Context: an optimization exercise on an open-source flow, tuned for small area, a short achievable clock period and few clock cycles per item. The choices shown serve that exercise and are no tape-out recipe.

## raven
Design multiply, start of the top module:
module multiply (clk, prod, fin, mcand, mplier, reset);
	input clk, reset;
	output [63:0] prod;
	output fin;
	input [31:0] mcand, mplier;
	reg first;		 
	reg [1:0] cnt;		 
	reg [32:0] S, C;	 
	reg [11:0] lx, ly;	 
	reg cin;		 
	reg [5:0] e1, e2, en;	 
	reg [23:0] sh;	 
	assign fin = (cnt == 3);
	wire [35:0] mpx = {4'd0, mplier};
	wire ld = first;	 
	wire [12:0] nxt = ld ? mpx[23:11] : sh[23:11];	 
	wire [32:0] a = S & {33{~ld}} | {1'b1, 32'd0} & {33{ld}};
	wire [32:0] b = C & {33{~ld}};
	wire [33:0] m1 = {2'b00, mcand};
	wire [33:0] m2 = {1'b0, mcand, 1'b0};
	wire [2:0] f0 = {mplier[1], mplier[0], 1'b0};
	wire [2:0] q0 = nxt[2:0];
	wire fs1_0, fs2_0;
	benc ue0 (f0, fs1_0, fs2_0);
	wire s1_0 = e1[0] | first & fs1_0;
	wire s2_0 = e2[0] | first & fs2_0;
	wire ng0 = en[0] | first & f0[2];
	wire [33:0] r0 = (({34{s1_0}} & m1) | ({34{s2_0}} & m2)) ^ {34{ng0}};
	wire [2:0] f1 = {mplier[3], mplier[2], mplier[1]};
	wire [2:0] q1 = nxt[4:2];
	wire fs1_1, fs2_1;
	benc ue1 (f1, fs1_1, fs2_1);
	wire s1_1 = e1[1] | first & fs1_1;
	wire s2_1 = e2[1] | first & fs2_1;
	wire ng1 = en[1] | first & f1[2];
	wire [33:0] r1 = (({34{s1_1}} & m1) | ({34{s2_1}} & m2)) ^ {34{ng1}};
	wire [2:0] f2 = {mplier[5], mplier[4], mplier[3]};
	wire [2:0] q2 = nxt[6:4];
	wire fs1_2, fs2_2;
	benc ue2 (f2, fs1_2, fs2_2);
	wire s1_2 = e1[2] | first & fs1_2;
	wire s2_2 = e2[2] | first & fs2_2;
	wire ng2 = en[2] | first & f2[2];
	wire [33:0] r2 = (({34{s1_2}} & m1) | ({34{s2_2}} & m2)) ^ {34{ng2}};
  ...
For scale: ~1,400 cells after synthesis, about 130 flip-flops, ~130 I/O pins, about 0.015 mm2 of cells after synthesis.
export LEC_CHECK = 0
export CAP_MARGIN = 20
export CORE_MARGIN = 2
export CORE_UTILIZATION = 40
export SETUP_SLACK_MARGIN = 0.65
export SLEW_MARGIN = 20
export SYNTH_HIERARCHICAL = 1
export SYNTH_MINIMUM_KEEP_SIZE = 0
create_clock -name core_clock -period 4.5 [get_ports {clk}]
standard.sh (not shown) runs the stock make flow with config.mk's settings and CLKGATE_MAP_FILE= SYNTH_SCRIPT=/design/flow/synth_recipe.tcl, a recipe that flattens the netlist after the stock synthesis.
==> flow/flow/run.sh <==
#!/bin/bash
# Standard layout, but with plain buffers on the ports instead of delay cells.
export BUFFER_PORTS_ARGS="-buffer_cell sky130_fd_sc_hd__buf_2"
bash standard.sh > standard.log 2>&1
#### Input delta (pepper over raven)
--- a/flow/design.v
+++ b/flow/design.v
@@ -5,69 +5,69 @@
 	input [31:0] mcand, mplier;
 	reg first;		 
 	reg [1:0] cnt;		 
 	reg [32:0] S, C;	 
 	reg [11:0] lx, ly;	 
 	reg cin;		 
-	reg [5:0] e1, e2, en;	 
+	reg [5:0] e1, e2;	 
 	reg [23:0] sh;	 
 	assign fin = (cnt == 3);
 	wire [35:0] mpx = {4'd0, mplier};
-	wire ld = first;	 
+	wire ld = (cnt == 0);	 
 	wire [12:0] nxt = ld ? mpx[23:11] : sh[23:11];	 
 	wire [32:0] a = S & {33{~ld}} | {1'b1, 32'd0} & {33{ld}};
 	wire [32:0] b = C & {33{~ld}};
 	wire [33:0] m1 = {2'b00, mcand};
 	wire [33:0] m2 = {1'b0, mcand, 1'b0};
 	wire [2:0] f0 = {mplier[1], mplier[0], 1'b0};
 	wire [2:0] q0 = nxt[2:0];
 	wire fs1_0, fs2_0;
 	benc ue0 (f0, fs1_0, fs2_0);
 	wire s1_0 = e1[0] | first & fs1_0;
 	wire s2_0 = e2[0] | first & fs2_0;
-	wire ng0 = en[0] | first & f0[2];
+	wire ng0 = first ? mplier[1] : sh[1];
 	wire [33:0] r0 = (({34{s1_0}} & m1) | ({34{s2_0}} & m2)) ^ {34{ng0}};
 	wire [2:0] f1 = {mplier[3], mplier[2], mplier[1]};
 	wire [2:0] q1 = nxt[4:2];
 	wire fs1_1, fs2_1;
 	benc ue1 (f1, fs1_1, fs2_1);
 	wire s1_1 = e1[1] | first & fs1_1;
 	wire s2_1 = e2[1] | first & fs2_1;
-	wire ng1 = en[1] | first & f1[2];
+	wire ng1 = first ? mplier[3] : sh[3];
 	wire [33:0] r1 = (({34{s1_1}} & m1) | ({34{s2_1}} & m2)) ^ {34{ng1}};
 	wire [2:0] f2 = {mplier[5], mplier[4], mplier[3]};
 	wire [2:0] q2 = nxt[6:4];
 	wire fs1_2, fs2_2;
 	benc ue2 (f2, fs1_2, fs2_2);
 	wire s1_2 = e1[2] | first & fs1_2;
 	wire s2_2 = e2[2] | first & fs2_2;
-	wire ng2 = en[2] | first & f2[2];
+	wire ng2 = first ? mplier[5] : sh[5];
 	wire [33:0] r2 = (({34{s1_2}} & m1) | ({34{s2_2}} & m2)) ^ {34{ng2}};
 	wire [2:0] f3 = {mplier[7], mplier[6], mplier[5]};
 	wire [2:0] q3 = nxt[8:6];
 	wire fs1_3, fs2_3;
 	benc ue3 (f3, fs1_3, fs2_3);
 	wire s1_3 = e1[3] | first & fs1_3;
 	wire s2_3 = e2[3] | first & fs2_3;
-	wire ng3 = en[3] | first & f3[2];
+	wire ng3 = first ? mplier[7] : sh[7];
 	wire [33:0] r3 = (({34{s1_3}} & m1) | ({34{s2_3}} & m2)) ^ {34{ng3}};
 	wire [2:0] f4 = {mplier[9], mplier[8], mplier[7]};
 	wire [2:0] q4 = nxt[10:8];
 	wire fs1_4, fs2_4;
 	benc ue4 (f4, fs1_4, fs2_4);
 	wire s1_4 = e1[4] | first & fs1_4;
 	wire s2_4 = e2[4] | first & fs2_4;
-	wire ng4 = en[4] | first & f4[2];
+	wire ng4 = first ? mplier[9] : sh[9];
 	wire [33:0] r4 = (({34{s1_4}} & m1) | ({34{s2_4}} & m2)) ^ {34{ng4}};
 	wire [2:0] f5 = {mplier[11], mplier[10], mplier[9]};
 	wire [2:0] q5 = nxt[12:10];
 	wire fs1_5, fs2_5;
 	benc ue5 (f5, fs1_5, fs2_5);
 	wire s1_5 = e1[5] | first & fs1_5;
 	wire s2_5 = e2[5] | first & fs2_5;
-	wire ng5 = en[5] | first & f5[2];
+	wire ng5 = first ? mplier[11] : sh[11];
 	wire [33:0] r5 = (({34{s1_5}} & m1) | ({34{s2_5}} & m2)) ^ {34{ng5}};
 	wire l0_6_0_s, l0_6_0_c;
 	ha ul0_6_0 (a[6], b[6], l0_6_0_s, l0_6_0_c);
 	wire l0_7_1_s, l0_7_1_c;
 	ha ul0_7_1 (a[7], b[7], l0_7_1_s, l0_7_1_c);
 	wire l0_8_2_s, l0_8_2_c;
@@ -544,13 +544,12 @@
 		C <= y[44:12];
 		lx <= x[11:0];
 		ly <= y[11:0];
 		cin <= low[12] & ~ld;
 		e1 <= reset ? 6'd0 : {q5[1] ^ q5[0], q4[1] ^ q4[0], q3[1] ^ q3[0], q2[1] ^ q2[0], q1[1] ^ q1[0], q0[1] ^ q0[0]};
 		e2 <= reset ? 6'd0 : {(q5[2] ^ q5[1]) & ~(q5[1] ^ q5[0]), (q4[2] ^ q4[1]) & ~(q4[1] ^ q4[0]), (q3[2] ^ q3[1]) & ~(q3[1] ^ q3[0]), (q2[2] ^ q2[1]) & ~(q2[1] ^ q2[0]), (q1[2] ^ q1[1]) & ~(q1[1] ^ q1[0]), (q0[2] ^ q0[1]) & ~(q0[1] ^ q0[0])};
-		en <= reset ? 6'd0 : {q5[2], q4[2], q3[2], q2[2], q1[2], q0[2]};
 		sh <= ld ? mpx[35:12] : {low[11:0], sh[23:12]};
 	end
 	wire hs_p0, hs_g0;
 	ha uhs_0 (lx[0], ly[0], hs_p0, hs_g0);
 	wire hs_p1, hs_g1;
 	ha uhs_1 (lx[1], ly[1], hs_p1, hs_g1);
## What came out
- In the metrics for raven and pepper, the one carrying the lower violation count after the first detailed-route iteration is pepper.
- Summary — cell area, pepper relative to raven: lower, by 1.0%.
- pepper vs raven — routability congestion estimate dropped slightly
- Compared with raven, in pepper final period utilization now sits higher; critical path's largest stage delay now sits higher.
- Highest fanout seen on the critical path: pepper > raven
No functional check of the RTL was part of any run of this note.

multiply, a different RTL version from the one above (not shown whole).
For scale: about 130 flip-flops, roughly 14000 sq um of cells after synthesis.
export LEC_CHECK = 0
export CAP_MARGIN = 20
export CORE_MARGIN = 2
export CORE_UTILIZATION = 40
export SETUP_SLACK_MARGIN = 0.5
export SLEW_MARGIN = 20
export SYNTH_HIERARCHICAL = 1
export SYNTH_MINIMUM_KEEP_SIZE = 0
create_clock -name core_clock -period 4.5 [get_ports {clk}]
Scripts as last shown in full above: flow/flow/run.sh
Next try:
--- a/flow/design.v
+++ b/flow/design.v
@@ -7,20 +7,19 @@
 	reg [1:0] cnt;		 
 	reg [32:0] S, C;	 
 	reg [11:0] lx, ly;	 
 	reg cin;		 
 	reg [5:0] e1, e2;	 
 	reg [23:0] sh;	 
 	assign fin = (cnt == 3);
 	wire [35:0] mpx = {4'd0, mplier};
-	wire ld = first;	 
-	wire [12:0] nxt = ld ? mpx[23:11] : sh[23:11];	 
-	wire [32:0] a = S & {33{~ld}} | {1'b1, 32'd0} & {33{ld}};
-	wire [32:0] b = C & {33{~ld}};
+	wire [12:0] nxt = first ? mpx[23:11] : sh[23:11];	 
+	wire [32:0] a = S & {33{~first}} | {1'b1, 32'd0} & {33{first}};
+	wire [32:0] b = C & {33{~first}};
 	wire [33:0] m1 = {2'b00, mcand};
 	wire [33:0] m2 = {1'b0, mcand, 1'b0};
 	wire [2:0] f0 = {mplier[1], mplier[0], 1'b0};
 	wire [2:0] q0 = nxt[2:0];
 	wire fs1_0, fs2_0;
 	benc ue0 (f0, fs1_0, fs2_0);
 	wire s1_0 = e1[0] | first & fs1_0;
 	wire s2_0 = e2[0] | first & fs2_0;
@@ -539,30 +538,30 @@
 		if (reset)
 			cnt <= 0;
 		else if (cnt != 3)
 			cnt <= cnt + 1'b1;
 		S <= x[44:12];
 		C <= y[44:12];
 		lx <= x[11:0];
 		ly <= y[11:0];
-		cin <= low[12] & ~ld;
+		cin <= low[12] & ~first;
 		e1 <= reset ? 6'd0 : {q5[1] ^ q5[0], q4[1] ^ q4[0], q3[1] ^ q3[0], q2[1] ^ q2[0], q1[1] ^ q1[0], q0[1] ^ q0[0]};
-		e2 <= reset ? 6'd0 : {(q5[2] ^ q5[1]) & ~(q5[1] ^ q5[0]), (q4[2] ^ q4[1]) & ~(q4[1] ^ q4[0]), (q3[2] ^ q3[1]) & ~(q3[1] ^ q3[0]), (q2[2] ^ q2[1]) & ~(q2[1] ^ q2[0]), (q1[2] ^ q1[1]) & ~(q1[1] ^ q1[0]), (q0[2] ^ q0[1]) & ~(q0[1] ^ q0[0])};
-		sh <= ld ? mpx[35:12] : {low[11:0], sh[23:12]};
+		e2 <= reset ? 6'd0 : {(q5 == 3'b100) | (q5 == 3'b011), (q4 == 3'b100) | (q4 == 3'b011), (q3 == 3'b100) | (q3 == 3'b011), (q2 == 3'b100) | (q2 == 3'b011), (q1 == 3'b100) | (q1 == 3'b011), (q0 == 3'b100) | (q0 == 3'b011)};
+		sh <= first ? mpx[35:12] : {low[11:0], sh[23:12]};
 	end
 	wire [40:0] his = {S, lx, cin} + {C, ly, cin};
 	wire [39:0] hi = his[40:1];
 	assign prod = {hi, sh};
 endmodule
 module benc (g, s1, s2);
 	input [2:0] g;
 	output s1, s2;
 	assign s1 = g[1] ^ g[0];
-	assign s2 = (g[2] ^ g[1]) & ~(g[1] ^ g[0]);
+	assign s2 = (g == 3'b100) | (g == 3'b011);
 endmodule
 module fa (a, b, c, s, co);
 	input a, b, c;
 	output s, co;
 	assign s = a ^ b ^ c;
 	assign co = (a & b) | (a & c) | (b & c);
 endmodule
 module ha (a, b, s, co);
After rerunning:
- The new run completed with no timing, DRC or antenna violations
- sequential share of layout area drops by 0.48 points
- synthesized area drops by 0.31%
- clock skew barely changes
- cell count drops by 2.6%
- design area climbs by 2.9%
- worst setup slack is better by 0.078 ns
- via count drops by 5.2%
- core utilization climbs by 1.4 points
- clock-buffer cell count climbs by 3
No run of this note included a check of the RTL's function; only the layout flow was run.

==> static timing again, ports no longer ideal <==
No port has a modelled driver above. Below, the same layouts with a new extraction and two added sets of constraints.
Step 1 assumes that a clkbuf_16 drives the clock port and a buf_2 every other input.
Step 2 times the ports against the registers' clock, not the clock port: input delays grow and output delays shrink by t, the midpoint of the rising clock arrivals with the driver on.
Three values: no drivers, after step 1, after step 2; two values: the first two.
run	shift t [ns]	setup slack, ns	clock arrival spread, ns	cell pins on the clock port's net
raven	0.485	0.790 / 0.736 / 0.328	0.018 / 0.017	1
pepper	0.482	0.780 / 0.768 / 0.314	0.015 / 0.015	1
the first run of note 2	0.480	0.474 / 0.421 / 0.246	0.011 / 0.011	1
the second run of note 2	0.494	0.552 / 0.498 / 0.121	0.011 / 0.011	1
After both steps every run listed still meets setup and hold. The setup slack of pepper, which loses most, moves by -0.012 ns with the drivers and by -0.466 ns with both steps.
